Context: an optimization exercise on an open-source flow, tuned for small area, a short achievable clock period and few clock cycles per item. The choices shown serve that exercise and are no tape-out recipe.
RTL that was checked went through simulation tests only; none was proved equivalent to the original.
Function not checked in runs 4 to 6: the RTL went through the layout flow alone.
Power and IR drop assume default switching activity.

==> design/flow/design.v <==
`timescale 1ns / 1ps
module udp_parser_top(
    input clock,
    input reset,
    input out_tready,
    output in_tready,
    input [255:0] in_tdata,
    input in_tvalid,
    input in_tlast,
    output reg out_tvalid,
    output [255:0] out_tdata
    );
    function [31:0] pick;
        input [31:0] a, b;
        input use_b_ok, is_min;
        begin
            pick = (use_b_ok & ((b > a) ^ is_min)) ? b : a;
        end
    endfunction
    localparam HDR = 2'd0, OPC = 2'd1, DAT = 2'd2;
    reg [1:0] state;
    reg       rdy;
    assign in_tready = rdy;
    wire fire = in_tvalid & rdy;
    reg [255:0] d1;
    integer i;
    reg v1, f1, l1;
    reg [15:0] cg, ce;
    reg op0, op1, op2;               
    wire ok4 = ~((state == DAT) & in_tlast);
    wire ok5 = (state == DAT) & ~in_tlast;
    always @(posedge clock) begin
        for (i = 0; i < 16; i = i + 1) begin
            cg[i] <= in_tdata[128 + 32 * (i / 4) + 8 * (i % 4) +: 8] > in_tdata[32 * (i / 4) + 8 * (i % 4) +: 8];
            ce[i] <= in_tdata[128 + 32 * (i / 4) + 8 * (i % 4) +: 8] == in_tdata[32 * (i / 4) + 8 * (i % 4) +: 8];
        end
        op0 <= (in_tdata[175:160] == 16'd0);
        op1 <= (in_tdata[175:160] == 16'd1);
        op2 <= (in_tdata[175:160] == 16'd2);
        d1 <= {in_tdata[255:160] & {96{ok5}}, in_tdata[159:128] & {32{ok4}}, in_tdata[127:0]};
        if (reset) begin
            state <= HDR;
            v1 <= 0; f1 <= 0; l1 <= 0;
        end else begin
            v1 <= fire & (state != HDR);
            f1 <= fire & (state == OPC);
            l1 <= fire & (state == DAT) & in_tlast;
            if (fire) begin
                case (state)
                    HDR: state <= OPC;
                    OPC: state <= DAT;
                    default: if (in_tlast) state <= HDR;
                endcase
            end
        end
    end
    reg m_sum, m_max, m_min;         
    wire s_sum = f1 ? op0 : m_sum;
    wire s_min = f1 ? op2 : m_min;
    always @(posedge clock)
        if (f1) begin
            m_sum <= op0;
            m_max <= op1;
            m_min <= op2;
        end
    wire mid = ~f1 & ~l1;
    wire [31:0] x0 = d1[0 +: 32], x1 = d1[32 +: 32], x2 = d1[64 +: 32], x3 = d1[96 +: 32];
    wire [31:0] x4 = d1[128 +: 32], x5 = d1[160 +: 32], x6 = d1[192 +: 32], x7 = d1[224 +: 32];
    function gt4;
        input [3:0] g, e;
        begin
            gt4 = g[3] | e[3] & (g[2] | e[2] & (g[1] | e[1] & g[0]));
        end
    endfunction
    wire [3:0] sel;
    assign sel[0] = ~l1 & (gt4(cg[3:0], ce[3:0]) ^ s_min);
    assign sel[1] = mid & (gt4(cg[7:4], ce[7:4]) ^ s_min);
    assign sel[2] = mid & (gt4(cg[11:8], ce[11:8]) ^ s_min);
    assign sel[3] = mid & (gt4(cg[15:12], ce[15:12]) ^ s_min);
    wire [31:0] p0 = sel[0] ? x4 : x0;
    wire [31:0] p1 = sel[1] ? x5 : x1;
    wire [31:0] p2 = sel[2] ? x6 : x2;
    wire [31:0] p3 = sel[3] ? x7 : x3;
    reg [31:0] q0, q1;
    reg v2, f2, l2;
    always @(posedge clock) begin
        q0 <= pick(p0, p2, 1'b1, s_min);
        q1 <= s_sum ? ((x0 + x1) + (x2 + x3)) + ((x4 + x5) + (x6 + x7))
                    : pick(p1, p3, 1'b1, s_min);
        if (reset) begin
            v2 <= 0; f2 <= 0; l2 <= 0;
        end else begin
            v2 <= v1; f2 <= f1; l2 <= v1 & l1;
        end
    end
    wire [31:0] bm = pick(q0, q1, 1'b1, m_min);
    reg  [31:0] acc;
    reg         done;                
    wire [31:0] acc_sum = (f2 ? 32'd0 : acc) + q1;
    wire [31:0] acc_mm  = f2 ? bm : pick(acc, bm, 1'b1, m_min);
    wire [31:0] acc_nxt = m_sum ? acc_sum : (m_max | m_min) ? acc_mm : 32'd0;
    always @(posedge clock)
        if (v2) acc <= acc_nxt;
    reg  [31:0] obuf;
    reg         owed1, owed2;
    wire slot = ~out_tvalid | out_tready;
    wire xfer = done & slot;
    wire take = out_tvalid & out_tready;
    wire last_in = fire & (state == DAT) & in_tlast;
    wire owed2_nxt = ~take & (owed2 | (owed1 & last_in));
    wire owed1_nxt = last_in | (take ? owed2 : owed1);
    assign out_tdata = {224'd0, obuf};
    always @(posedge clock) begin
        if (slot) obuf <= acc;
        if (reset) begin
            done <= 0;
            out_tvalid <= 0;
            owed1 <= 0;
            owed2 <= 0;
            rdy <= 1;
        end else begin
            done <= l2 | (done & ~xfer);
            if (slot) out_tvalid <= done;
            owed1 <= owed1_nxt;
            owed2 <= owed2_nxt;
            rdy <= take | ~owed2 | ((state == HDR) & ~fire);
        end
    end
endmodule
==> design/flow/flow/run.sh <==
#!/bin/bash
set -o pipefail
export BUFFER_PORTS_ARGS="-buffer_cell sky130_fd_sc_hd__buf_2"
export CTS_ARGS="-sink_clustering_enable -repair_clock_nets -sink_clustering_size 30 -sink_clustering_max_diameter 80 -dont_use_dummy_load"
bash standard.sh > standard.log 2>&1
==> design/flow/standard.sh <==
#!/bin/bash
# synth_recipe.tcl (not shown) runs the flow's synth.tcl, then flattens the netlist and writes it again
# the make line also repeats each setting of config.mk as NAME=value (left out here)
make -C /OpenROAD-flow-scripts/flow DESIGN_CONFIG=/design/flow/config.mk WORK_HOME=/design/flow/orfs CLKGATE_MAP_FILE= SYNTH_SCRIPT=/design/flow/synth_recipe.tcl "${@:-finish}"
==> design/flow/config.mk <==
export PLATFORM = sky130hd
export DESIGN_NAME = udp_parser_top
export DESIGN_NICKNAME = udp_parser_top
export VERILOG_FILES = /design/flow/design.v
export SDC_FILE = /design/flow/constraint.sdc
export NUM_CORES = 4
export LEC_CHECK = 0
export CAP_MARGIN = 40
export CORE_MARGIN = 2
export CORE_UTILIZATION = 40
export CTS_CLUSTER_DIAMETER = 80
export CTS_CLUSTER_SIZE = 30
export SLEW_MARGIN = 40
==> design/flow/constraint.sdc <==
create_clock -name core_clock -period 28.0 [get_ports {clock}]
set_input_delay 5.6000 -clock core_clock [delete_from_list [all_inputs] [get_ports {clock}]]
set_output_delay 5.6000 -clock core_clock [all_outputs]
set_load 0.01 [all_outputs]
==> results.ini, run 1 <==
[setup_path]
start_kind = flip-flop
crit_path_end_kind = output pin
path_cells = buf_2
crit_arrival_ns = 1.16
worst-path-max-fanout = 1
cpMaxStageDelayCell = edfxtp_1
crit_buf_inv = 1
cpPeakStageDelay_ns = 0.42
path_delay_family = flip-flops
critical_path_class = reg -> out
required_ns = 22.40

[drt]
ant_nets = 0
drt_iter0_drc = 1083
top_layer_used = met5
dr_wl_met2_um = 34400
wl_met1_um = 36800
remaining_drc_errors = 0
wl_met3_um = 3860
vias_per_cell = 4.78
vias = 20200
firstDrtPassIters = 5
wl_um = 77000
post_drt_wl_per_cell_um = 18.2

[sta]
fmax_mhz = 148
slew-limit-headroom_pct = 48.8
final.min_clock_period_ns = 6.76
rsz0062_at_grt = no
hold_slack_ns = 0.404
maxSlewViolCount = 0
finalSetupTns_ns = 0
setup_viol = 0
hold_violations = 0
period_share_pct = 24.1
finalClockSkew_ns = 0.0727
tightest_slew_ns = 0.762
worst_slack_ns = 21.24

[place]
port_buffers = 294
gp_congestion = 0.881
post-place-ws_ns = 20.63
hpwl_um = 65900

[cells_and_area]
area_growth_pct = 8.20
nNetsFinal = 4032
drive_gt1_share_pct = 12.2
final_core_util_pct = 43.5
multiInputGateArea_um2 = 17300
ff_latch_area_um2 = 9280
fillers = 7157

[global_route]
grt_pass1_vias = 20100
overflow = 0
grt_pass1_wl_um = 117000
gr-usage-all-layers_pct = 20.2
antenna_found_initial = 5
grt_max_degree = 79

[synthesis]
avgSynthCellArea_um2 = 9.74
synth_edf_count = 65
yosysSeqAreaShare_pct = 31.8
netlist_top_cells_count = 408 x inv_1, 366 x dfxtp_1, 319 x ha_1, 224 x buf_4, 184 x fa_1
synth_top_area_cell = dfxtp_1
netlist_top_cells_area = dfxtp_1 25%, ha_1 14%, fa_1 13%
yosys.area.top_type_share_pct = 25.1
synthArstFlopShare_pct = 0
yosysWarnings = 1
syn_inst = 2996
ys_ff_latch = 431
ys.flop_type = dfxtp_1
syn-cell-area_um2 = 29200
yosys.cell_count.top_type = inv_1
synth_cell_types = 70

[floorplanning]
die-area_um2 = 75100
core_area_um2 = 72600
die_h_um = 274
num_io_pins = 519
start_util_pct = 40.2
die_w_um = 274
row_count = 99

[clocking]
cts_sinks = 431
cts_hold_buf = 0
post_cts_buffers = 0
htreeDepth = 1
clk_latency_ns = 0.62
cts_tree = yes
cts-root-buf = clkbuf_16
clk_pin_slew_ns = 0.08
cts_buffer_depth = 3
ctsResizeCount = 0
cts_made_buffers = 26

[power]
intPower_uw = 1390
seqPwrFrac_pct = 31.8
power.leakage_uw = 0.0155
max-vdd-ir-drop_uv = 63.4
power_frac_comb_pct = 52.6
power.share.clock_pct = 15.7
powerDensity_nw_per_um2 = 74.1
switchingPower_uw = 947
sw_frac_of_total_pct = 40.4

[run_status]
status = no timing/DRC/antenna violations

[run]
cap_violations = 0

[hold_path]
hold_path_class = reg -> reg

## placed cells by master, fill, tap and decap left out, drive strengths merged, types with 22 or more instances in the layout
cell type	netlist	routed
dfxtp	366	366
clkbuf	51	26
o31ai	28	28
edfxtp	65	65
conb	1	224
fa	184	184
mux2i	108	108
mux2	39	39
ha	319	319
nand4	62	62
inv	409	409
a21oi	142	142
nor2b	38	38
buf	238	310
nand2b	24	24
and2	159	159
nor2	183	183
xnor2	50	50
a21o	70	70
a211oi	22	22
a22o	27	27
o21a	60	60
nand2	94	94
o21ai	97	97
## power groups by stage
stage	logic, µW	clock network, µW	registers [µW]
final	1230	367	744
after global routing	1380	397	751
after CTS	1230	377	743
after detailed placement	1220	0	757
after global placement	1210	0	757
after floorplan	958	0	730
## logic make-up after synthesis
logic type | share of synthesized area (%)
AO/OA/AOI/OAI | 11.5
adder cells (fa/ha/maj) | 26.3
AND/OR/NAND/NOR | 11.1
flip-flops | 31.8
buffers and inverters | 12.0
XOR/XNOR | 2.13
multiplexers | 5.22
other | 0.0128
## state kept, by name (all words and copies together) (netlist names), 2 cells and up
signal / count
state: 2
q0: 32
cg: 16
d1: 256
obuf: 32
acc: 32
q1: 32
ce: 12
## stage by stage
step	instance area [µm²]	power, µW	cells
6_report	31600	2340	4227
5_1_grt	31600	2530	4226
4_1_cts	31600	2350	4225
3_5_place_dp	30900	1980	4199
3_3_place_gp	30900	1970	4199
2_1_floorplan	30000	1690	3219
## routing by layer
metal,track usage (%),up-vias
li1,-,10100
met1,29.1,9510
met2,32.3,534
met3,2.31,84
met4,5.18,4
met5,0,-
## layout make-up
class,instances,share of cell area [%]
clock buffer,26,2.06
inverter,409,4.86
sequential,431,29.4
tap,959,3.80
antenna,2,0.0158
multi-input combinational,2090,54.8
timing repair buffer,310,5.04
## final timing paths
| kind | startpoint | to | slack (ns) | depth (start not counted) |
|---|---|---|---|---|
| min reg2reg | owed2 | rdy | 0.40 | 1 |
| max | obuf[22] | out_tdata[22] | 21.24 | 1 |
| min | owed2 | rdy | 0.40 | 1 |
| max reg2reg | f1 | q0[23] | 21.56 | 18 |
Testbench counts, summed over its fixed seeds: cycles 6,481, packets 512.
==> inputs of run 2 (changes only) <==
==> design/flow/flow/run.sh (replaced) <==
#!/bin/bash
set -o pipefail
export BUFFER_PORTS_ARGS="-buffer_cell sky130_fd_sc_hd__buf_2"
export CTS_ARGS="-sink_clustering_enable -repair_clock_nets -sink_clustering_size 30 -sink_clustering_max_diameter 80 -dont_use_dummy_load -sink_clustering_levels 1"
bash standard.sh > standard.log 2>&1
==> results.ini, run 2 <==
[setup_path]
start_kind = flip-flop
path_delay_family = flip-flops
crit_path_end_kind = output pin
reg2reg_from = f1
r2r_end = q0[23]
path_cells = buf_2
crit_arrival_ns = 1.16  ; about the same
reg2reg_slack_ns = 21.56  ; about the same
required_ns = 22.40  ; about the same
critical_path_class = reg -> out
cpPeakStageDelay_ns = 0.42  ; about the same
crit_buf_inv = 1  ; unchanged
worst-path-max-fanout = 1  ; unchanged
cpMaxStageDelayCell = edfxtp_1
rr_worst_depth = 18  ; unchanged

[sta]
maxSlewViolCount = 0  ; unchanged
finalClockSkew_ns = 0.0727  ; unchanged
rsz0062_at_grt = no
fmax_mhz = 148  ; unchanged
hold_violations = 0  ; unchanged
final.min_clock_period_ns = 6.76  ; unchanged
hold_slack_ns = 0.404  ; unchanged
tightest_slew_ns = 0.762  ; unchanged
period_share_pct = 24.1  ; unchanged
slew-limit-headroom_pct = 48.8  ; unchanged
finalSetupTns_ns = 0  ; unchanged
setup_viol = 0  ; unchanged

[drt]
post_drt_wl_per_cell_um = 18.2  ; unchanged
vias = 20200  ; unchanged
drt_iter0_drc = 1083  ; unchanged
remaining_drc_errors = 0  ; unchanged
vias_per_cell = 4.78  ; unchanged
ant_nets = 0  ; unchanged
firstDrtPassIters = 5  ; unchanged
wl_um = 77000  ; unchanged

[power]
seqPwrFrac_pct = 31.8  ; about the same
intPower_uw = 1390  ; unchanged
power_frac_comb_pct = 52.6  ; about the same
sw_frac_of_total_pct = 40.4  ; unchanged
max-vdd-ir-drop_uv = 63.4  ; unchanged
powerDensity_nw_per_um2 = 74.1  ; unchanged
power.leakage_uw = 0.0155  ; unchanged
power.share.clock_pct = 15.7  ; about the same
switchingPower_uw = 947  ; unchanged

[global_route]
grt_max_degree = 79  ; unchanged
gr-usage-all-layers_pct = 20.2  ; unchanged
grt_pass1_wl_um = 117000  ; unchanged
grt_pass1_vias = 20100  ; unchanged
antenna_found_initial = 5  ; unchanged
overflow = 0  ; unchanged

[hold_path]
whs_path_depth = 1  ; unchanged
min-delay-start = owed2
hold_path_class = reg -> reg
hold_path_end = rdy

[synthesis]
yosysWarnings = 1  ; unchanged
synthArstFlopShare_pct = 0  ; unchanged
synth_top_area_cell = dfxtp_1
syn_inst = 2996  ; unchanged
syn-cell-area_um2 = 29200  ; unchanged
avgSynthCellArea_um2 = 9.74  ; unchanged
ys_ff_latch = 431  ; unchanged
synth_edf_count = 65  ; unchanged
yosys.cell_count.top_type = inv_1
yosysSeqAreaShare_pct = 31.8  ; unchanged
netlist_top_cells_area = dfxtp_1 25%, ha_1 14%, fa_1 13%
ys.flop_type = dfxtp_1
synth_cell_types = 70  ; unchanged
netlist_top_cells_count = 408 x inv_1, 366 x dfxtp_1, 319 x ha_1, 224 x buf_4, 184 x fa_1
yosys.area.top_type_share_pct = 25.1  ; unchanged

[floorplanning]
start_util_pct = 40.2  ; unchanged
num_io_pins = 519  ; unchanged
core_area_um2 = 72600  ; unchanged
die_w_um = 274  ; unchanged
die_h_um = 274  ; unchanged
row_count = 99  ; unchanged
die-area_um2 = 75100  ; unchanged

[clocking]
post_cts_buffers = 0  ; unchanged
cts_sinks = 431  ; unchanged
ctsResizeCount = 0  ; unchanged
cts_hold_buf = 0  ; unchanged
cts_tree = yes
clk_latency_ns = 0.62  ; about the same
clk_pin_slew_ns = 0.08  ; about the same
cts-root-buf = clkbuf_16
cts_made_buffers = 26  ; unchanged
cts_buffer_depth = 3  ; unchanged
htreeDepth = 1  ; unchanged

[cells_and_area]
final_core_util_pct = 43.5  ; unchanged
final_common_cell = inv_1
area_growth_pct = 8.20  ; unchanged
fin_area_um2 = 31600  ; unchanged
final_cell_mix = 407 x inv_1, 366 x dfxtp_1, 319 x ha_1, 294 x buf_2, 224 x conb_1
drive_gt1_share_pct = 12.2  ; unchanged
largest_register_ffs = 256  ; unchanged
regMostFlops = d1
nNetsFinal = 4032  ; unchanged
fillers = 7157  ; unchanged

[place]
gp_congestion = 0.881  ; unchanged
hpwl_um = 65900  ; unchanged
placed_area_um2 = 30900  ; unchanged
port_buffers = 294  ; unchanged

[run]
cap_violations = 0  ; unchanged

[run_status]
status = no timing/DRC/antenna violations

## run 2: cell counts in the layout (fill, tap and decap cells not counted)
Identical to the previous run, type by type.
## run 2: cell type report
cell class | count | area (µm²) | area share, %
Timing Repair Buffer | 310 | 1590 | 5.04
Clock buffer | 26 | 651 | 2.06
Inverter | 409 | 1540 | 4.86
Sequential cell | 431 | 9280 | 29.4
Multi-Input combinational cell | 2090 | 17300 | 54.8
Tap cell | 959 | 1200 | 3.80
Antenna cell | 2 | 5.00 | 0.0158
## run 2: power by group through the flow
stage | Clock, µW | Combinational (µW) | Sequential, µW
after floorplan | 0 | 958 | 730
after CTS | 377 | 1230 | 743
after detailed placement | 0 | 1220 | 757
final | 367 | 1230 | 744
after global routing | 397 | 1380 | 751
after global placement | 0 | 1210 | 757
## run 2: worst max-delay path by stage
stage | depth (start not counted) | slack (ns) | endpoint | start
after floorplan | 11 | 20.88 | cg[15] | in_tdata[121]
after global placement | 12 | 20.67 | cg[1] | in_tdata[9]
after detailed placement | 12 | 20.63 | cg[1] | in_tdata[9]
after CTS | 1 | 21.19 | out_tdata[22] | obuf[22]
after global routing | 11 | 21.15 | cg[0] | in_tdata[1]
final | 1 | 21.24 | out_tdata[22] | obuf[22]
## run 2: per-stage QoR
stage / setup WS [ns] / std cells / power (µW)
6_report: 21.24 / 4227 / 2340
5_1_grt: 21.15 / 4226 / 2530
4_1_cts: 21.19 / 4225 / 2350
3_5_place_dp: 20.63 / 4199 / 1980
3_3_place_gp: 20.67 / 4199 / 1970
2_1_floorplan: 20.88 / 3219 / 1690
## run 2: cell families after synthesis
family | count (synthesis) | share of synthesized area, %
AOI/OAI and AO/OA | 514 | 11.5
buffers and inverters | 698 | 12.0
other | 1 | 0.0128
DFF | 431 | 31.8
adders and majority gates | 503 | 26.3
and+or+nand+nor | 632 | 11.1
muxes | 147 | 5.22
xor gates and xnor gates | 70 | 2.13
## run 2: routing by layer
layer / track usage [%] / vias up / wire, µm
met5: 0 / - / 18
met4: 5.18 / 4 / 1980
met2: 32.3 / 534 / 34400
li1: - / 10100 / -
met3: 2.31 / 84 / 3860
met1: 29.1 / 9510 / 36800
==> inputs of run 3 (changes only) <==
==> design/flow/flow/run.sh (replaced) <==
#!/bin/bash
set -o pipefail
export BUFFER_PORTS_ARGS="-buffer_cell sky130_fd_sc_hd__buf_2"
export CTS_ARGS="-sink_clustering_enable -repair_clock_nets -sink_clustering_size 30 -sink_clustering_max_diameter 80 -dont_use_dummy_load -distance_between_buffers 1000 -branching_point_buffers_distance 1000"
bash standard.sh > standard.log 2>&1
==> results.ini, run 3 <==
[run_status]
status = no timing/DRC/antenna violations

[sta]
fmax_mhz = 148  ; unchanged
hold_violations = 0  ; unchanged
slew-limit-headroom_pct = 48.8  ; unchanged
finalSetupTns_ns = 0  ; unchanged
final.min_clock_period_ns = 6.76  ; unchanged
rsz0062_at_grt = no
finalClockSkew_ns = 0.0727  ; unchanged
tightest_slew_ns = 0.762  ; unchanged
setup_viol = 0  ; unchanged
maxSlewViolCount = 0  ; unchanged
period_share_pct = 24.1  ; unchanged
worst_slack_ns = 21.24  ; unchanged

[clocking]
cts_buffer_depth = 3  ; unchanged
htreeDepth = 1  ; unchanged
cts-root-buf = clkbuf_16
clk_pin_slew_ns = 0.08  ; about the same
post_cts_buffers = 0  ; unchanged
ctsResizeCount = 0  ; unchanged
clk_latency_ns = 0.62  ; about the same
cts_tree = yes
cts_hold_buf = 0  ; unchanged
cts_sinks = 431  ; unchanged
cts_made_buffers = 26  ; unchanged

[drt]
drt_iter0_drc = 1083  ; unchanged
remaining_drc_errors = 0  ; unchanged
post_drt_wl_per_cell_um = 18.2  ; unchanged
ant_nets = 0  ; unchanged
vias_per_cell = 4.78  ; unchanged
wl_um = 77000  ; unchanged
vias = 20200  ; unchanged
firstDrtPassIters = 5  ; unchanged

[synthesis]
netlist_top_cells_count = 408 x inv_1, 366 x dfxtp_1, 319 x ha_1, 224 x buf_4, 184 x fa_1
yosysSeqAreaShare_pct = 31.8  ; unchanged
synth_cell_types = 70  ; unchanged
avgSynthCellArea_um2 = 9.74  ; unchanged
ys.flop_type = dfxtp_1
yosys.cell_count.top_type = inv_1
synth_top_area_cell = dfxtp_1
yosysWarnings = 1  ; unchanged
ys_ff_latch = 431  ; unchanged
netlist_top_cells_area = dfxtp_1 25%, ha_1 14%, fa_1 13%
syn-cell-area_um2 = 29200  ; unchanged
synthArstFlopShare_pct = 0  ; unchanged
synth_edf_count = 65  ; unchanged
syn_inst = 2996  ; unchanged
yosys.area.top_type_share_pct = 25.1  ; unchanged

[floorplanning]
die_h_um = 274  ; unchanged
die_w_um = 274  ; unchanged
start_util_pct = 40.2  ; unchanged
num_io_pins = 519  ; unchanged
row_count = 99  ; unchanged
core_area_um2 = 72600  ; unchanged
die-area_um2 = 75100  ; unchanged

[setup_path]
reg2reg_from = f1
crit_path_end_kind = output pin
cp_num_cells = 1  ; unchanged
required_ns = 22.40  ; about the same
crit_end = out_tdata[22]
critical_path_class = reg -> out
start_kind = flip-flop
worst-path-max-fanout = 1  ; unchanged
cpMaxStageDelayCell = edfxtp_1
cpPeakStageDelay_ns = 0.42  ; about the same
path_cells = buf_2
reg2reg_slack_ns = 21.56  ; about the same
crit_arrival_ns = 1.16  ; about the same
path_delay_family = flip-flops
rr_worst_depth = 18  ; unchanged
r2r_end = q0[23]
crit_buf_inv = 1  ; unchanged
crit_start = obuf[22]

[global_route]
gr-usage-all-layers_pct = 20.2  ; unchanged
overflow = 0  ; unchanged
grt_pass1_vias = 20100  ; unchanged
grt_max_degree = 79  ; unchanged
antenna_found_initial = 5  ; unchanged
grt_pass1_wl_um = 117000  ; unchanged

[power]
max-vdd-ir-drop_uv = 63.4  ; unchanged
switchingPower_uw = 947  ; unchanged
sw_frac_of_total_pct = 40.4  ; unchanged
power.share.clock_pct = 15.7  ; about the same
power_frac_comb_pct = 52.6  ; about the same
powerDensity_nw_per_um2 = 74.1  ; unchanged
power.leakage_uw = 0.0155  ; unchanged
finalPower_uw = 2340  ; unchanged
seqPwrFrac_pct = 31.8  ; about the same
intPower_uw = 1390  ; unchanged

[place]
port_buffers = 294  ; unchanged
post-place-ws_ns = 20.63  ; unchanged
gp_congestion = 0.881  ; unchanged
hpwl_um = 65900  ; unchanged
placed_area_um2 = 30900  ; unchanged

[cells_and_area]
drive_gt1_share_pct = 12.2  ; unchanged
final_cell_mix = 407 x inv_1, 366 x dfxtp_1, 319 x ha_1, 294 x buf_2, 224 x conb_1
fin_area_um2 = 31600  ; unchanged
final_common_cell = inv_1
area_growth_pct = 8.20  ; unchanged
regMostFlops = d1
largest_register_ffs = 256  ; unchanged
nNetsFinal = 4032  ; unchanged

[run]
cap_violations = 0  ; unchanged

[hold_path]
hold_path_class = reg -> reg

## run 3: cell counts after synthesis
No cell type changed its count.
## run 3: cells by family after synthesis
logic type,synth area share [%]
flip-flops,31.8
buffers and inverters,12.0
AO/OA/AOI/OAI,11.5
other,0.0128
XOR/XNOR,2.13
multiplexers,5.22
adder cells (fa/ha/maj),26.3
AND/OR/NAND/NOR,11.1
## run 3: layout make-up
| class | count | area [µm²] |
|---|---|---|
| Antenna cell | 2 | 5.00 |
| Clock buffer | 26 | 651 |
| Fill cell | 7157 | 41000 |
| Inverter | 409 | 1540 |
| Multi-Input combinational cell | 2090 | 17300 |
| Sequential cell | 431 | 9280 |
| Tap cell | 959 | 1200 |
| Timing Repair Buffer | 310 | 1590 |
## run 3: power groups by stage
| stage | logic, µW | registers [µW] | clock network, µW |
|---|---|---|---|
| floorplan | 958 | 730 | 0 |
| global placement | 1210 | 757 | 0 |
| detailed placement | 1220 | 757 | 0 |
| CTS | 1230 | 743 | 377 |
| global route | 1380 | 751 | 397 |
| finish | 1230 | 744 | 367 |
## run 3: through the flow
step	cells	hold WS [ns]	util, %
3_5_place_dp	4199	0.392	42.6
2_1_floorplan	3219	0.371	-
5_1_grt	4226	0.424	43.5
6_report	4227	0.404	43.5
4_1_cts	4225	0.408	43.5
3_3_place_gp	4199	0.397	42.6
## run 3: worst min-delay path by stage
| stage | slack (ns) | cells after the start | end | start |
|---|---|---|---|---|
| after detailed placement | 0.39 | 1 | rdy | owed2 |
| final | 0.40 | 1 | rdy | owed2 |
| after CTS | 0.41 | 1 | rdy | owed2 |
| after floorplan | 0.37 | 1 | rdy | owed2 |
| after global routing | 0.42 | 1 | rdy | owed2 |
| after global placement | 0.40 | 1 | rdy | owed2 |
## run 3: layer usage
| layer | vias up | track usage [%] | part of all wire, % |
|---|---|---|---|
| met1 | 9510 | 29.1 | 48 |
| met4 | 4 | 5.18 | 2.6 |
| met5 | - | 0 | 0.023 |
| li1 | 10100 | - | - |
| met3 | 84 | 2.31 | 5.0 |
| met2 | 534 | 32.3 | 45 |
==> inputs of run 4 (changes only) <==
==> design/flow/design.v (replaced) <==
`timescale 1ns / 1ps
module udp_parser_top(
    input clock,
    input reset,
    input out_tready,
    output in_tready,
    input [255:0] in_tdata,
    input in_tvalid,
    input in_tlast,
    output reg out_tvalid,
    output [255:0] out_tdata
    );
    function [31:0] pick;
        input [31:0] a, b;
        input use_b_ok, is_min;
        begin
            pick = (use_b_ok & ((b > a) ^ is_min)) ? b : a;
        end
    endfunction
    localparam HDR = 2'd0, OPC = 2'd1, DAT = 2'd2;
    reg [1:0] state;
    reg       rdy;
    assign in_tready = rdy;
    wire fire = in_tvalid & rdy;
    reg m_sum, m_max, m_min;
    wire [15:0] opc = in_tdata[175:160];
    wire is_opc = (state == OPC);
    wire c_min = is_opc ? (opc == 16'd2) : m_min;
    always @(posedge clock)
        if (fire & is_opc) begin
            m_sum <= (opc == 16'd0);
            m_max <= (opc == 16'd1);
            m_min <= (opc == 16'd2);
        end
    wire ok4 = ~(state == DAT & in_tlast);
    wire ok5 = (state == DAT) & ~in_tlast;
    wire [31:0] x0 = in_tdata[0 +: 32], x1 = in_tdata[32 +: 32];
    wire [31:0] x2 = in_tdata[64 +: 32], x3 = in_tdata[96 +: 32];
    wire [31:0] x4 = in_tdata[128 +: 32], x5 = in_tdata[160 +: 32];
    wire [31:0] x6 = in_tdata[192 +: 32], x7 = in_tdata[224 +: 32];
    wire [31:0] y4 = x4 & {32{ok4}}, y5 = x5 & {32{ok5}};
    wire [31:0] y6 = x6 & {32{ok5}}, y7 = x7 & {32{ok5}};
    wire [31:0] a0 = x0 ^ x1 ^ x2, b0 = {(x0 & x1 | x0 & x2 | x1 & x2), 1'b0} ;
    wire [31:0] a1 = x3 ^ y4 ^ y5, b1 = {(x3 & y4 | x3 & y5 | y4 & y5), 1'b0};
    wire [31:0] a2 = y6 ^ y7 ^ a0, b2 = {(y6 & y7 | y6 & a0 | y7 & a0), 1'b0};
    wire [31:0] a3 = b0 ^ a1 ^ b1, b3 = {(b0 & a1 | b0 & b1 | a1 & b1), 1'b0};
    wire [31:0] a4 = a2 ^ b2 ^ a3, b4 = {(a2 & b2 | a2 & a3 | b2 & a3), 1'b0};
    wire [31:0] a5 = a4 ^ b4 ^ b3, b5 = {(a4 & b4 | a4 & b3 | b4 & b3), 1'b0};
    reg [31:0] w0, w1, w2, w3, cs_s, cs_c;
    reg v1, f1, l1;
    always @(posedge clock) begin
        w0 <= pick(x0, x4, ok4, c_min);
        w1 <= pick(x1, x5, ok5, c_min);
        w2 <= pick(x2, x6, ok5, c_min);
        w3 <= pick(x3, x7, ok5, c_min);
        cs_s <= a5;
        cs_c <= b5;
        if (reset) begin
            state <= HDR;
            v1 <= 0; f1 <= 0; l1 <= 0;
        end else begin
            v1 <= fire & (state != HDR);
            f1 <= fire & is_opc;
            l1 <= fire & (state == DAT) & in_tlast;
            if (fire) begin
                case (state)
                    HDR: state <= OPC;
                    OPC: state <= DAT;
                    default: if (in_tlast) state <= HDR;
                endcase
            end
        end
    end
    wire [31:0] q0 = pick(w0, w2, 1'b1, m_min);
    wire [31:0] q1 = pick(w1, w3, 1'b1, m_min);
    wire [31:0] bm = pick(q0, q1, 1'b1, m_min);
    reg  [31:0] acc;
    reg         done;                
    wire [31:0] acc_sum = (f1 ? 32'd0 : acc) + cs_s + cs_c;
    wire [31:0] acc_mm  = f1 ? bm : pick(acc, bm, 1'b1, m_min);
    wire [31:0] acc_nxt = m_sum ? acc_sum : (m_max | m_min) ? acc_mm : 32'd0;
    always @(posedge clock)
        if (v1) acc <= acc_nxt;
    reg  [31:0] obuf;
    reg  [1:0]  owed;                
    wire slot = ~out_tvalid | out_tready;
    wire xfer = done & slot;
    wire take = out_tvalid & out_tready;
    wire last_in = fire & (state == DAT) & in_tlast;
    wire [1:0] owed_nxt = owed + {1'b0, last_in} - {1'b0, take};
    assign out_tdata = {224'd0, obuf};
    always @(posedge clock) begin
        if (slot) obuf <= acc;
        if (reset) begin
            done <= 0;
            out_tvalid <= 0;
            owed <= 0;
            rdy <= 1;
        end else begin
            done <= (v1 & l1) | (done & ~xfer);
            if (slot) out_tvalid <= done;
            owed <= owed_nxt;
            rdy <= ~owed_nxt[1];
        end
    end
endmodule
==> design/flow/run.sh (new file) <==
#!/bin/bash
# synth_recipe.tcl (not shown) runs the flow's synth.tcl, then flattens the netlist and writes it again
# the make line also repeats each setting of config.mk as NAME=value (left out here)
make -C /OpenROAD-flow-scripts/flow DESIGN_CONFIG=/design/flow/config.mk WORK_HOME=/design/flow/orfs CLKGATE_MAP_FILE= SYNTH_SCRIPT=/design/flow/synth_recipe.tcl finish
--- a/design/flow/config.mk
+++ b/design/flow/config.mk
@@ -8,6 +8,4 @@
 export CAP_MARGIN = 40
 export CORE_MARGIN = 2
 export CORE_UTILIZATION = 40
-export CTS_CLUSTER_DIAMETER = 80
-export CTS_CLUSTER_SIZE = 30
 export SLEW_MARGIN = 40
removed: design/flow/flow/run.sh
removed: design/flow/standard.sh
==> results.ini, run 4 <==
[synthesis]
synthSimpleGateAreaFrac_pct = 10.3  ; -0.82 points
synth_compound_area_share_pct = 11.3  ; -0.22 points
netlist_top_cells_area = fa_1 16%, dfxtp_1 15%, ha_1 14%
ys_ff_latch = 267  ; -38%
synthXorXnorAreaFrac_pct = 1.45  ; -0.67 points
avgSynthCellArea_um2 = 9.50  ; -2.5%
ys.flop_type = dfxtp_1
synth_top_family_by_area = adder cells
synth_edf_count = 67  ; +3.1%
yosys.area.top_type_share_pct = 16.4  ; -8.7 points
synth-adder-area-share_pct = 30.5  ; +4.2 points
syn_inst = 2729  ; -8.9%
synth_cell_types = 71  ; +1.4%
yosys.cell_count.top_type = inv_1
syn-cell-area_um2 = 25900  ; -11%
synth_top_area_cell = fa_1
yosysSeqAreaShare_pct = 23.2  ; -8.6 points
yosysWarnings = 1  ; unchanged
netlist_top_cells_count = 503 x inv_1, 292 x ha_1, 224 x buf_4, 212 x fa_1, 200 x dfxtp_1
synthArstFlopShare_pct = 0  ; unchanged
synth.area.mux_share_pct = 8.43  ; +3.2 points

[sta]
finalSetupTns_ns = 0  ; unchanged
period_share_pct = 34.3  ; +10 points
slew-limit-headroom_pct = 39.2  ; -9.6 points
final.min_clock_period_ns = 9.60  ; +2.84 ns
hold_violations = 0  ; unchanged
setup_viol = 0  ; unchanged
worst_slack_ns = 18.40  ; -2.84 ns
finalClockSkew_ns = 0.0221  ; -0.0507 ns
maxSlewViolCount = 0  ; unchanged
tightest_slew_ns = 0.913  ; +0.151 ns
fmax_mhz = 104  ; -30%
rsz0062_at_grt = no

[drt]
firstDrtPassIters = 5  ; unchanged
ant_nets = 0  ; unchanged
remaining_drc_errors = 0  ; unchanged
wl_um = 85100  ; +11%
drt_iter0_drc = 1547  ; +43%
vias_per_cell = 5.15  ; +7.6%
post_drt_wl_per_cell_um = 21.9  ; +20%
vias = 20100  ; -0.83%

[floorplanning]
row_count = 93  ; -6.1%
die_h_um = 259  ; -5.7%
core_area_um2 = 64200  ; -12%
num_io_pins = 519  ; unchanged
start_util_pct = 40.4  ; +0.15 points
die-area_um2 = 66900  ; -11%
die_w_um = 259  ; -5.7%

[setup_path]
worst-path-max-fanout = 36  ; +35
path_delay_family = simple AND/OR/NAND/NOR gates
cpMaxStageDelayCell = nor4_1
start_kind = flip-flop
cpPeakStageDelay_ns = 0.70  ; +0.28 ns
required_ns = 28.19  ; +5.79 ns
crit_arrival_ns = 9.79  ; +8.63 ns
crit_buf_inv = 5  ; +4
crit_path_end_kind = flip-flop
critical_path_class = reg -> reg

[clocking]
cts_buffer_depth = 3  ; unchanged
clk_pin_slew_ns = 0.06  ; -0.02 ns
clk_latency_ns = 0.55  ; -0.07 ns
cts_sinks = 267  ; -38%
cts_made_buffers = 35  ; +35%
cts-root-buf = clkbuf_16
htreeDepth = 2  ; +1
post_cts_buffers = 0  ; unchanged
ctsResizeCount = 0  ; unchanged
cts_hold_buf = 0  ; unchanged
cts_tree = yes

[power]
max-vdd-ir-drop_uv = 43.7  ; -31%
intPower_uw = 1260  ; -9.6%
sw_frac_of_total_pct = 42.6  ; +2.1 points
switchingPower_uw = 934  ; -1.3%
power.leakage_uw = 0.0145  ; -6.7%
seqPwrFrac_pct = 24.5  ; -7.3 points
power_frac_comb_pct = 53.8  ; +1.2 points
finalPower_uw = 2190  ; -6.2%
power.share.clock_pct = 21.7  ; +6.0 points
powerDensity_nw_per_um2 = 72.4  ; -2.3%

[place]
port_buffers = 294  ; unchanged
hpwl_um = 71900  ; +9.1%
gp_congestion = 0.937  ; +6.3%
post-place-ws_ns = 18.28  ; -2.35 ns

[global_route]
overflow = 0  ; unchanged
antenna_found_initial = 4  ; -1
grt_pass1_wl_um = 125000  ; +7.3%
grt_pass1_vias = 20500  ; +2.1%
grt_max_degree = 97  ; +23%
gr-usage-all-layers_pct = 25.0  ; +4.8 points

[cells_and_area]
final_cell_mix = 502 x inv_1, 294 x clkdlybuf4s50_1, 292 x ha_1, 224 x conb_1, 212 x fa_1
area_growth_pct = 16.9
fillers = 6016  ; -16%
final_common_cell = inv_1
nNetsFinal = 3778  ; -6.3%
drive_gt1_share_pct = 8.16  ; -4.0 points
final_core_util_pct = 47.2  ; +3.7 points

[hold_path]
hold_path_class = reg -> reg

[run_status]
status = no timing/DRC/antenna violations

[run]
cap_violations = 0  ; unchanged

[run 4: cell count changes after synthesis, sizes merged, moves of 29 or more]
cell / previous run / this run
dfxtp: 366 / 200
mux2: 39 / 138
inv: 409 / 503
nor2: 183 / 118
a221oi: 5 / 66
mux2i: 108 / 63
o21a: 60 / 17
a21oi: 142 / 104
and2: 159 / 125
a21o: 70 / 41
nand2: 94 / 65
[run 4: area by class of cell]
class | count | area (µm²) | area share (%)
diodes | 1 | 2.50 | 0.00826
flip-flops and latches | 267 | 6020 | 19.9
inverters | 503 | 1890 | 6.23
clock buffers | 53 | 1070 | 3.52
clock inverters | 10 | 131 | 0.434
well taps | 855 | 1070 | 3.53
repair buffers | 315 | 3130 | 10.3
multi-input cells | 1891 | 17000 | 56.1
[run 4: path summary, 6_finish.rpt]
path	from	slack (ns)	cells past startpoint	to
setup / recovery	w1[13]	18.40	30	acc[27]
hold / removal	acc[30]	0.45	0	obuf[30]
setup reg to reg	w1[13]	18.40	30	acc[27]
hold reg to reg	acc[30]	0.45	0	obuf[30]
[run 4: layer usage]
metal | vias to the layer above | share of wire [%] | track usage [%] | routed length, µm
li1 | 9310 | - | - | -
met1 | 9806 | 43 | 33.9 | 36800
met2 | 820 | 46 | 41.1 | 39500
met3 | 115 | 7.5 | 4.05 | 6370
met4 | 0 | 2.9 | 7.56 | 2440
met5 | - | 0 | 0 | 0
[run 4: worst register-to-register path: cells and delay by family, from the launching register on]
kind / cells / cell delay, ns
xor gates and xnor gates: 2 / 0.41
buffers and inverters: 5 / 1.67
DFF: 1 / 0.37
muxes: 2 / 0.90
and+or+nand+nor: 14 / 3.82
adders and majority gates: 3 / 0.98
AOI/OAI and AO/OA: 4 / 1.04
[run 4: kinds of logic after synthesis]
group | count (synthesis)
AND/OR/NAND/NOR | 500
multiplexers | 201
XOR/XNOR | 43
adder cells (fa/ha/maj) | 504
flip-flops | 267
AO/OA/AOI/OAI | 419
other | 1
buffers and inverters | 794
[run 4: stage by stage]
step | area [µm²] | hold WS, ns | std cells
final | 30300 | 0.447 | 3895
after global routing | 30300 | 0.471 | 3894
after CTS | 30300 | 0.452 | 3893
after detailed placement | 29100 | 0.438 | 3830
after global placement | 29000 | 0.438 | 3827
after floorplan | 26800 | 0.426 | 2952
[run 4: power groups by stage]
stage / Sequential [µW] / Combinational [µW] / Clock, µW
3_3_place_gp: 543 / 1130 / 0
4_1_cts: 535 / 1170 / 483
5_1_grt: 540 / 1310 / 498
3_5_place_dp: 543 / 1160 / 0
2_1_floorplan: 512 / 836 / 0
6_report: 537 / 1180 / 477
==> inputs of run 5 (changes only) <==
--- a/design/flow/design.v
+++ b/design/flow/design.v
@@ -10,11 +10,26 @@
     output reg out_tvalid,
     output [255:0] out_tdata
     );
+    function gt32;
+        input [31:0] a, b;
+        reg [31:0] g, l;
+        integer k, n;
+        begin
+            g = a & ~b;
+            l = ~a & b;
+            for (n = 1; n < 32; n = n * 2)
+                for (k = 0; k < 32; k = k + 2 * n) begin
+                    g[k] = g[k + n] | (~l[k + n] & g[k]);
+                    l[k] = l[k + n] | (~g[k + n] & l[k]);
+                end
+            gt32 = g[0];
+        end
+    endfunction
     function [31:0] pick;
         input [31:0] a, b;
         input use_b_ok, is_min;
         begin
-            pick = (use_b_ok & ((b > a) ^ is_min)) ? b : a;
+            pick = (use_b_ok & (gt32(b, a) ^ is_min)) ? b : a;
         end
     endfunction
     localparam HDR = 2'd0, OPC = 2'd1, DAT = 2'd2;
--- a/design/flow/config.mk
+++ b/design/flow/config.mk
@@ -5,6 +5,7 @@
 export SDC_FILE = /design/flow/constraint.sdc
 export NUM_CORES = 4
 export LEC_CHECK = 0
+export ABC_AREA = 1
 export CAP_MARGIN = 40
 export CORE_MARGIN = 2
 export CORE_UTILIZATION = 40
==> results.ini, run 5 <==
[cells_and_area]
fillers = 6025  ; +0.15%
ff_latch_area_um2 = 6020  ; unchanged
nNetsFinal = 4213  ; +12%
final_common_cell = nand2_1
multiInputGateArea_um2 = 14400  ; -15%
drive_gt1_share_pct = 3.11  ; -5.0 points
final_cell_mix = 921 x nand2_1, 659 x inv_1, 331 x nor2_1, 294 x clkdlybuf4s50_1, 226 x o21ai_0
fin_area_um2 = 28100  ; -7.4%
final_core_util_pct = 47.4  ; +0.21 points
area_growth_pct = 16.6

[power]
finalPower_uw = 2090  ; -4.9%
powerDensity_nw_per_um2 = 74.4  ; +2.7%
max-vdd-ir-drop_uv = 38.4  ; -12%
power.leakage_uw = 0.0146  ; +0.41%

[synthesis]
yosys.area.top_type_share_pct = 17.6  ; +1.3 points
ys.flop_type = dfxtp_1
syn_inst = 3429  ; +26%
yosys.cell_count.top_type = nand2_1
synth_edf_count = 67  ; unchanged
syn-cell-area_um2 = 24100  ; -7.1%
netlist_top_cells_area = fa_1 18%, dfxtp_1 17%, nand2_1 14%
yosysSeqAreaShare_pct = 25.0  ; +1.8 points
synth_top_area_cell = fa_1
synthArstFlopShare_pct = 0  ; unchanged
yosysWarnings = 1  ; unchanged
synth_cell_types = 59  ; -17%
avgSynthCellArea_um2 = 7.02  ; -26%
netlist_top_cells_count = 921 x nand2_1, 660 x inv_1, 332 x nor2_1, 233 x buf_4, 227 x o21ai_0
ys_ff_latch = 267  ; unchanged

[clocking]
cts-root-buf = clkbuf_16
cts_tree = yes
cts_sinks = 267  ; unchanged
ctsResizeCount = 0  ; unchanged
htreeDepth = 2  ; unchanged
post_cts_buffers = 0  ; unchanged
clk_latency_ns = 0.55  ; about the same
clk_pin_slew_ns = 0.06  ; about the same
cts_made_buffers = 34  ; -2.9%
cts_hold_buf = 0  ; unchanged
cts_buffer_depth = 3  ; unchanged

[setup_path]
critPathMostFrequentCell = o21ai_0
r2r_end = acc[15]
crit_path_end_kind = flip-flop
crit_buf_inv = 2  ; -3
cpMaxStageDelayCell = clkdlybuf4s50_1
worst-path-max-fanout = 56  ; +56%
reg2reg_from = w1[3]
reg2reg_slack_ns = 20.68  ; +2.28 ns
rr_worst_depth = 35  ; +17%
start_kind = input port
path_cells = clkdlybuf4s50_1 > nand2_1 > a311o_1 > a31oi_1 > a21oi_1 > o21ai_0 > o21ai_0 > a311oi_1 > a2111oi_0 > nor3_1 > o21ai_0 > a211o_1 > o21ai_4 > buf_4 > o21ai_0
required_ns = 28.36  ; +0.17 ns
critical_path_class = in -> reg
path_delay_family = compound AO/OA/AOI/OAI gates
crit_arrival_ns = 9.94  ; +0.15 ns
cpPeakStageDelay_ns = 0.59  ; -0.11 ns

[global_route]
antenna_found_initial = 16  ; +12
gr-usage-all-layers_pct = 25.2  ; +0.12 points
grt_pass1_vias = 20400  ; -0.74%
overflow = 0  ; unchanged
grt_pass1_wl_um = 119000  ; -5.3%
grt_max_degree = 77  ; -21%

[sta]
period_share_pct = 34.2  ; -0.084 points
hold_violations = 0  ; unchanged
finalClockSkew_ns = 0.0211  ; -0.000970 ns
final.min_clock_period_ns = 9.58  ; -0.0235 ns
finalSetupTns_ns = 0  ; unchanged
rsz0062_at_grt = no
fmax_mhz = 104  ; +0.24%
tightest_slew_ns = 0.834  ; -0.0784 ns
slew-limit-headroom_pct = 44.1  ; +5.0 points
setup_viol = 0  ; unchanged
maxSlewViolCount = 0  ; unchanged

[floorplanning]
die_w_um = 249  ; -3.6%
core_area_um2 = 59200  ; -7.8%
die_h_um = 249  ; -3.6%
start_util_pct = 40.6  ; +0.29 points
num_io_pins = 519  ; unchanged
die-area_um2 = 62200  ; -7.0%
row_count = 89  ; -4.3%

[place]
hpwl_um = 65900  ; -8.3%
port_buffers = 294  ; unchanged
placed_area_um2 = 27000  ; -7.3%
gp_congestion = 0.951  ; +1.5%

[hold_path]
whs_path_depth = 2  ; +2
hold_path_end = out_tvalid
min-delay-start = done
hold_path_class = reg -> reg

[drt]
vias = 21500  ; +7.4%
ant_nets = 0  ; unchanged
post_drt_wl_per_cell_um = 17.6  ; -19%
dr_wl_met2_um = 34600  ; -13%
top_layer_used = met5
firstDrtPassIters = 6  ; +1
vias_per_cell = 4.77  ; -7.3%
drt_iter0_drc = 1669  ; +7.9%
wl_met3_um = 6780  ; +6.5%
remaining_drc_errors = 0  ; unchanged
wl_um = 79500  ; -6.6%
wl_met1_um = 35300  ; -4.2%

[run]
cap_violations = 0  ; unchanged

[run_status]
status = no timing/DRC/antenna violations

run 5: cell types whose count changed in the layout (fill, tap and decap cells not counted), moves of 52 or more:
| cell | delta |
|---|---|
| a221oi_1 | -52 |
| ha_1 | -256 |
| o21ai_0 | +151 |
| inv_1 | +157 |
| mux2_2 | -138 |
| nor2_1 | +216 |
| and2_1 | -124 |
| nand3_1 | +73 |
| nand2_1 | +857 |
| mux2i_1 | -60 |
run 5: how the worst max path moves through the flow:
stage	start	endpoint	slack, ns	depth (start not counted)
6_report	in_tdata[98]	w3[25]	18.42	15
5_1_grt	in_tdata[98]	w3[25]	18.32	15
4_1_cts	in_tdata[98]	w3[25]	18.54	15
3_5_place_dp	in_tdata[98]	w3[25]	17.96	15
3_3_place_gp	in_tlast	cs_s[17]	17.88	11
2_1_floorplan	in_tlast	cs_s[29]	19.08	12
run 5: cell type report:
class                           count  area share, %
Antenna cell                       11         0.0981
Clock buffer                       49           3.49
Clock inverter                     12          0.339
Inverter                          670           8.96
Multi-Input combinational cell   2426           51.5
Sequential cell                   267           21.4
Tap cell                          773           3.45
Timing Repair Buffer              305           10.8
run 5: metrics by stage:
| stage | hold slack (ns) | setup slack [ns] | cells |
|---|---|---|---|
| CTS | 0.452 | 18.54 | 4502 |
| detailed placement | 0.440 | 17.96 | 4441 |
| global route | 0.469 | 18.32 | 4508 |
| floorplan | 0.423 | 19.08 | 3652 |
| global placement | 0.431 | 17.88 | 4441 |
| finish | 0.450 | 18.42 | 4513 |
run 5: worst register-to-register path: cells and delay by family (launching register included):
family | cells | cell delay [ns]
AO/OA/AOI/OAI | 3 | 0.74
AND/OR/NAND/NOR | 29 | 5.20
buffers and inverters | 3 | 0.59
flip-flops | 1 | 0.39
run 5: where the power goes:
group	leakage (µW)	internal, µW	switching [µW]
clock network	0.000515	253	177
registers	0.00235	478	59.3
logic	0.0117	414	707
total	0.0146	1140	944
run 5: logic make-up after synthesis:
family	count (synthesis)	synth area share [%]
buffers and inverters	959	18.8
XOR/XNOR	33	1.20
AO/OA/AOI/OAI	501	12.1
AND/OR/NAND/NOR	1420	23.4
other	1	0.0156
flip-flops	267	25.0
adder cells (fa/ha/maj)	248	19.5
run 5: layer usage:
metal  up-vias  track usage (%)
li1      10700                -
met1      9890             34.3
met2       834             38.7
met3       142             5.69
met4        12             9.72
met5         -                0
==> inputs of run 6 (changes only) <==
==> design/flow/design.v (replaced) <==
`timescale 1ns / 1ps
module udp_parser_top(
    input clock,
    input reset,
    input out_tready,
    output in_tready,
    input [255:0] in_tdata,
    input in_tvalid,
    input in_tlast,
    output reg out_tvalid,
    output [255:0] out_tdata
    );
    function [31:0] pick;
        input [31:0] a, b;
        input is_min;
        begin
            pick = ((b > a) ^ is_min) ? b : a;
        end
    endfunction
    localparam HDR = 2'd0, OPC = 2'd1, DAT = 2'd2;
    reg [1:0] state;
    reg       rdy;
    assign in_tready = rdy;
    wire fire = in_tvalid & rdy;
    wire is_opc = (state == OPC);
    wire is_dat = (state == DAT);
    reg m_sum, m_max, m_min;
    wire [15:0] opc = in_tdata[175:160];
    wire c_min = is_opc ? (opc == 16'd2) : m_min;
    wire ok4 = ~(is_dat & in_tlast);
    wire ok5 = is_dat & ~in_tlast;
    wire [31:0] x0 = in_tdata[0 +: 32], x1 = in_tdata[32 +: 32];
    wire [31:0] x2 = in_tdata[64 +: 32], x3 = in_tdata[96 +: 32];
    wire [31:0] x4 = in_tdata[128 +: 32], x5 = in_tdata[160 +: 32];
    wire [31:0] x6 = in_tdata[192 +: 32], x7 = in_tdata[224 +: 32];
    reg [255:0] d1;                  
    reg [3:0]   s1;                  
    reg v1, f1, l1;
    always @(posedge clock) begin
        d1 <= {x7 & {32{ok5}}, x6 & {32{ok5}}, x5 & {32{ok5}}, x4 & {32{ok4}},
               x3, x2, x1, x0};
        s1[0] <= ok4 & ((x4 > x0) ^ c_min);
        s1[1] <= ok5 & ((x5 > x1) ^ c_min);
        s1[2] <= ok5 & ((x6 > x2) ^ c_min);
        s1[3] <= ok5 & ((x7 > x3) ^ c_min);
        if (fire & is_opc) begin
            m_sum <= (opc == 16'd0);
            m_max <= (opc == 16'd1);
            m_min <= (opc == 16'd2);
        end
        if (reset) begin
            state <= HDR;
            v1 <= 0; f1 <= 0; l1 <= 0;
        end else begin
            v1 <= fire & ~(state == HDR);
            f1 <= fire & is_opc;
            l1 <= fire & is_dat & in_tlast;
            if (fire) begin
                case (state)
                    HDR: state <= OPC;
                    OPC: state <= DAT;
                    default: if (in_tlast) state <= HDR;
                endcase
            end
        end
    end
    wire [31:0] y0 = d1[0 +: 32], y1 = d1[32 +: 32], y2 = d1[64 +: 32], y3 = d1[96 +: 32];
    wire [31:0] y4 = d1[128 +: 32], y5 = d1[160 +: 32], y6 = d1[192 +: 32], y7 = d1[224 +: 32];
    wire [31:0] p0 = s1[0] ? y4 : y0;
    wire [31:0] p1 = s1[1] ? y5 : y1;
    wire [31:0] p2 = s1[2] ? y6 : y2;
    wire [31:0] p3 = s1[3] ? y7 : y3;
    reg [31:0] q0, q1, bsum;
    reg v2, f2, l2;
    always @(posedge clock) begin
        q0 <= pick(p0, p2, m_min);
        q1 <= pick(p1, p3, m_min);
        bsum <= ((y0 + y1) + (y2 + y3)) + ((y4 + y5) + (y6 + y7));
        if (reset) begin
            v2 <= 0; f2 <= 0; l2 <= 0;
        end else begin
            v2 <= v1; f2 <= f1; l2 <= v1 & l1;
        end
    end
    wire [31:0] bm = pick(q0, q1, m_min);
    reg  [31:0] acc;
    reg         done;                
    wire [31:0] acc_sum = (f2 ? 32'd0 : acc) + bsum;
    wire [31:0] acc_mm  = f2 ? bm : pick(acc, bm, m_min);
    wire [31:0] acc_nxt = m_sum ? acc_sum : (m_max | m_min) ? acc_mm : 32'd0;
    always @(posedge clock)
        if (v2) acc <= acc_nxt;
    reg  [31:0] obuf;
    reg  [1:0]  owed;                
    wire slot = ~out_tvalid | out_tready;
    wire xfer = done & slot;
    wire take = out_tvalid & out_tready;
    wire last_in = fire & is_dat & in_tlast;
    wire [1:0] owed_nxt = owed + {1'b0, last_in} - {1'b0, take};
    assign out_tdata = {224'd0, obuf};
    always @(posedge clock) begin
        if (slot) obuf <= acc;
        if (reset) begin
            done <= 0;
            out_tvalid <= 0;
            owed <= 0;
            rdy <= 1;
        end else begin
            done <= l2 | (done & ~xfer);
            if (slot) out_tvalid <= done;
            owed <= owed_nxt;
            rdy <= ~owed_nxt[1];
        end
    end
endmodule
--- a/design/flow/config.mk
+++ b/design/flow/config.mk
@@ -5,7 +5,6 @@
 export SDC_FILE = /design/flow/constraint.sdc
 export NUM_CORES = 4
 export LEC_CHECK = 0
-export ABC_AREA = 1
 export CAP_MARGIN = 40
 export CORE_MARGIN = 2
 export CORE_UTILIZATION = 40
==> results.ini, run 6 <==
[run_status]
status = no timing/DRC/antenna violations

[synthesis]
avgSynthCellArea_um2 = 9.96  ; +42%
yosys.cell_count.top_type = inv_1
synth-adder-area-share_pct = 25.8  ; +6.3 points
yosysWarnings = 1  ; unchanged
ys_ff_latch = 436  ; +63%
synth_edf_count = 67  ; unchanged
netlist_top_cells_area = dfxtp_1 25%, ha_1 13%, fa_1 12%
syn_inst = 2994  ; -13%
yosysSeqAreaShare_pct = 31.5  ; +6.5 points
netlist_top_cells_count = 486 x inv_1, 369 x dfxtp_1, 321 x ha_1, 225 x buf_4, 184 x fa_1
synthArstFlopShare_pct = 0  ; unchanged
syn-cell-area_um2 = 29800  ; +24%
synthSimpleGateAreaFrac_pct = 8.71  ; -15 points
yosys.area.top_type_share_pct = 24.8  ; +7.1 points
synthXorXnorAreaFrac_pct = 2.00  ; +0.80 points
synth_compound_area_share_pct = 12.2  ; +0.071 points
synth_cell_types = 72  ; +22%
ys.flop_type = dfxtp_1
synth.area.mux_share_pct = 6.82  ; +6.8 points
synth_top_area_cell = dfxtp_1
synth_top_family_by_area = adder cells

[setup_path]
start_kind = input port
worst-path-max-fanout = 2  ; -96%
crit_arrival_ns = 8.57  ; -1.37 ns
crit_path_end_kind = flip-flop
rr_worst_depth = 21  ; -40%
reg2reg_from = q0[11]
critical_path_class = in -> reg
required_ns = 28.53  ; +0.17 ns
crit_start = in_tdata[95]

[floorplanning]
row_count = 100  ; +12%
die-area_um2 = 76800  ; +23%
die_w_um = 277  ; +11%
num_io_pins = 519  ; unchanged
die_h_um = 277  ; +11%
start_util_pct = 40.3  ; -0.38 points
core_area_um2 = 74100  ; +25%

[power]
max-vdd-ir-drop_uv = 52.2  ; +36%
powerDensity_nw_per_um2 = 73.4  ; -1.3%
power.leakage_uw = 0.0162  ; +11%
finalPower_uw = 2550  ; +22%

[drt]
vias = 21100  ; -2.0%
remaining_drc_errors = 0  ; unchanged
wl_um = 85400  ; +7.4%
vias_per_cell = 4.92  ; +3.1%
ant_nets = 0  ; unchanged
firstDrtPassIters = 8  ; +2
drt_iter0_drc = 1571  ; -5.9%
post_drt_wl_per_cell_um = 19.9  ; +13%

[cells_and_area]
area_growth_pct = 16.4
drive_gt1_share_pct = 4.94  ; +1.8 points
multiInputGateArea_um2 = 17400  ; +21%
ff_latch_area_um2 = 9400  ; +56%
fin_area_um2 = 34700  ; +24%
final_cell_mix = 486 x inv_1, 365 x dfxtp_1, 321 x ha_1, 294 x clkdlybuf4s50_1, 224 x conb_1
final_common_cell = inv_1
largest_register_ffs = 256
regMostFlops = d1
nNetsFinal = 4044  ; -4.0%
fillers = 7018  ; +16%

[global_route]
antenna_found_initial = 4  ; -12
grt_max_degree = 81  ; +5.2%
overflow = 0  ; unchanged
grt_pass1_vias = 21300  ; +4.8%
grt_pass1_wl_um = 128000  ; +7.7%
gr-usage-all-layers_pct = 21.8  ; -3.4 points

[clocking]
clk_latency_ns = 0.61  ; +0.06 ns
cts_hold_buf = 0  ; unchanged
cts_buffer_depth = 3  ; unchanged
htreeDepth = 2  ; unchanged
cts_sinks = 436  ; +63%
cts_made_buffers = 50  ; +47%
cts_tree = yes
ctsResizeCount = 0  ; unchanged
post_cts_buffers = 0  ; unchanged
clk_pin_slew_ns = 0.06  ; about the same
cts-root-buf = clkbuf_16

[place]
port_buffers = 294  ; unchanged
gp_congestion = 0.887  ; -6.7%
placed_area_um2 = 33000  ; +22%
hpwl_um = 71400  ; +8.3%

[sta]
finalSetupTns_ns = 0  ; unchanged
maxSlewViolCount = 0  ; unchanged
rsz0062_at_grt = no
hold_violations = 0  ; unchanged
finalClockSkew_ns = 0.0253  ; +0.00416 ns
slew-limit-headroom_pct = 42.7  ; -1.4 points
period_share_pct = 28.7  ; -5.5 points
hold_slack_ns = 0.425  ; -0.0248 ns
tightest_slew_ns = 0.859  ; +0.0247 ns
fmax_mhz = 124  ; +19%
final.min_clock_period_ns = 8.05  ; -1.53 ns
setup_viol = 0  ; unchanged

[hold_path]
hold_path_class = reg -> reg
whs_path_depth = 1  ; -1
min-delay-start = l1

[run]
cap_violations = 0  ; unchanged

run 6: path summary, 6_finish.rpt:
check            end  slack (ns)
min               l2        0.43
max            s1[2]       19.95
min reg2reg       l2        0.43
max reg2reg  acc[16]       21.72
run 6: layout make-up:
type	instances	area share, %
multi-input combinational	1989	50.3
clock inverter	27	0.898
inverter	487	5.27
clock buffer	64	4.05
antenna	3	0.0216
timing repair buffer	314	8.91
sequential	436	27.1
tap	969	3.49
run 6: cells by family after synthesis:
group | Yosys count
AO/OA/AOI/OAI | 508
XOR/XNOR | 68
adder cells (fa/ha/maj) | 505
buffers and inverters | 792
flip-flops | 436
multiplexers | 199
other | 1
AND/OR/NAND/NOR | 485
run 6: power by group:
part	switching, µW	leakage, µW	total [µW]	internal [µW]
logic	621	0.0116	1120	496
clock network	278	0.000849	689	411
registers	34.6	0.00374	742	708
run 6: critical path, stage by stage:
cell,delay [ns]
clkdlybuf4s50_1,0.49
inv_1,0.05
ha_1,0.31
nand4_1,0.23
nor2_1,0.21
nand2_1,0.18
nor3_1,0.27
nand2_1,0.20
or4_1,0.65
o21ai_0,0.16
mux2i_1,0.21
run 6: routing by layer:
layer,vias up,GRT usage (%),part of all wire (%)
met5,-,0,0
met4,0,6.28,2.8
met3,108,2.81,4.9
met2,606,36.1,47
met1,10100,29.8,46
li1,10300,-,-
run 6: per-stage QoR:
| step | std cells | util [%] | setup WS [ns] |
|---|---|---|---|
| floorplan | 3217 | - | 20.63 |
| global placement | 4195 | 44.5 | 19.26 |
| detailed placement | 4195 | 44.5 | 19.35 |
| CTS | 4286 | 46.9 | 19.98 |
| global route | 4289 | 46.9 | 19.87 |
| finish | 4289 | 46.9 | 19.95 |

## static timing again, ports no longer ideal
The flow's constraints put no driver on any port. The routed layouts listed below were extracted and timed again, unchanged, in two steps. Step 1 assumes that a clkbuf_16 drives the clock port and a buf_2 every other input. Step 2 also shifts input and output timing later by t, the mid clock arrival at the registers, as if the neighbouring blocks saw the same clock. Three values: ideal, step 1, step 2; two values: the first two.
run	t (ns)	setup slack, ns	latest minus earliest clock arrival (ns)
run 1	0.643	21.239 / 21.183 / 20.641	0.072 / 0.073
run 2	0.643	21.239 / 21.183 / 20.641	0.072 / 0.073
run 3	0.643	21.239 / 21.183 / 20.641	0.072 / 0.073
run 4	0.605	18.399 / 18.399 / 18.043	0.025 / 0.025
run 5	0.597	18.422 / 18.432 / 17.835	0.022 / 0.022
run 6	0.647	19.954 / 19.977 / 19.330	0.027 / 0.028
After both steps setup and hold are still met in every run listed. The setup slack of run 6, which loses most, moves by +0.023 ns with the drivers and by -0.624 ns with both steps.
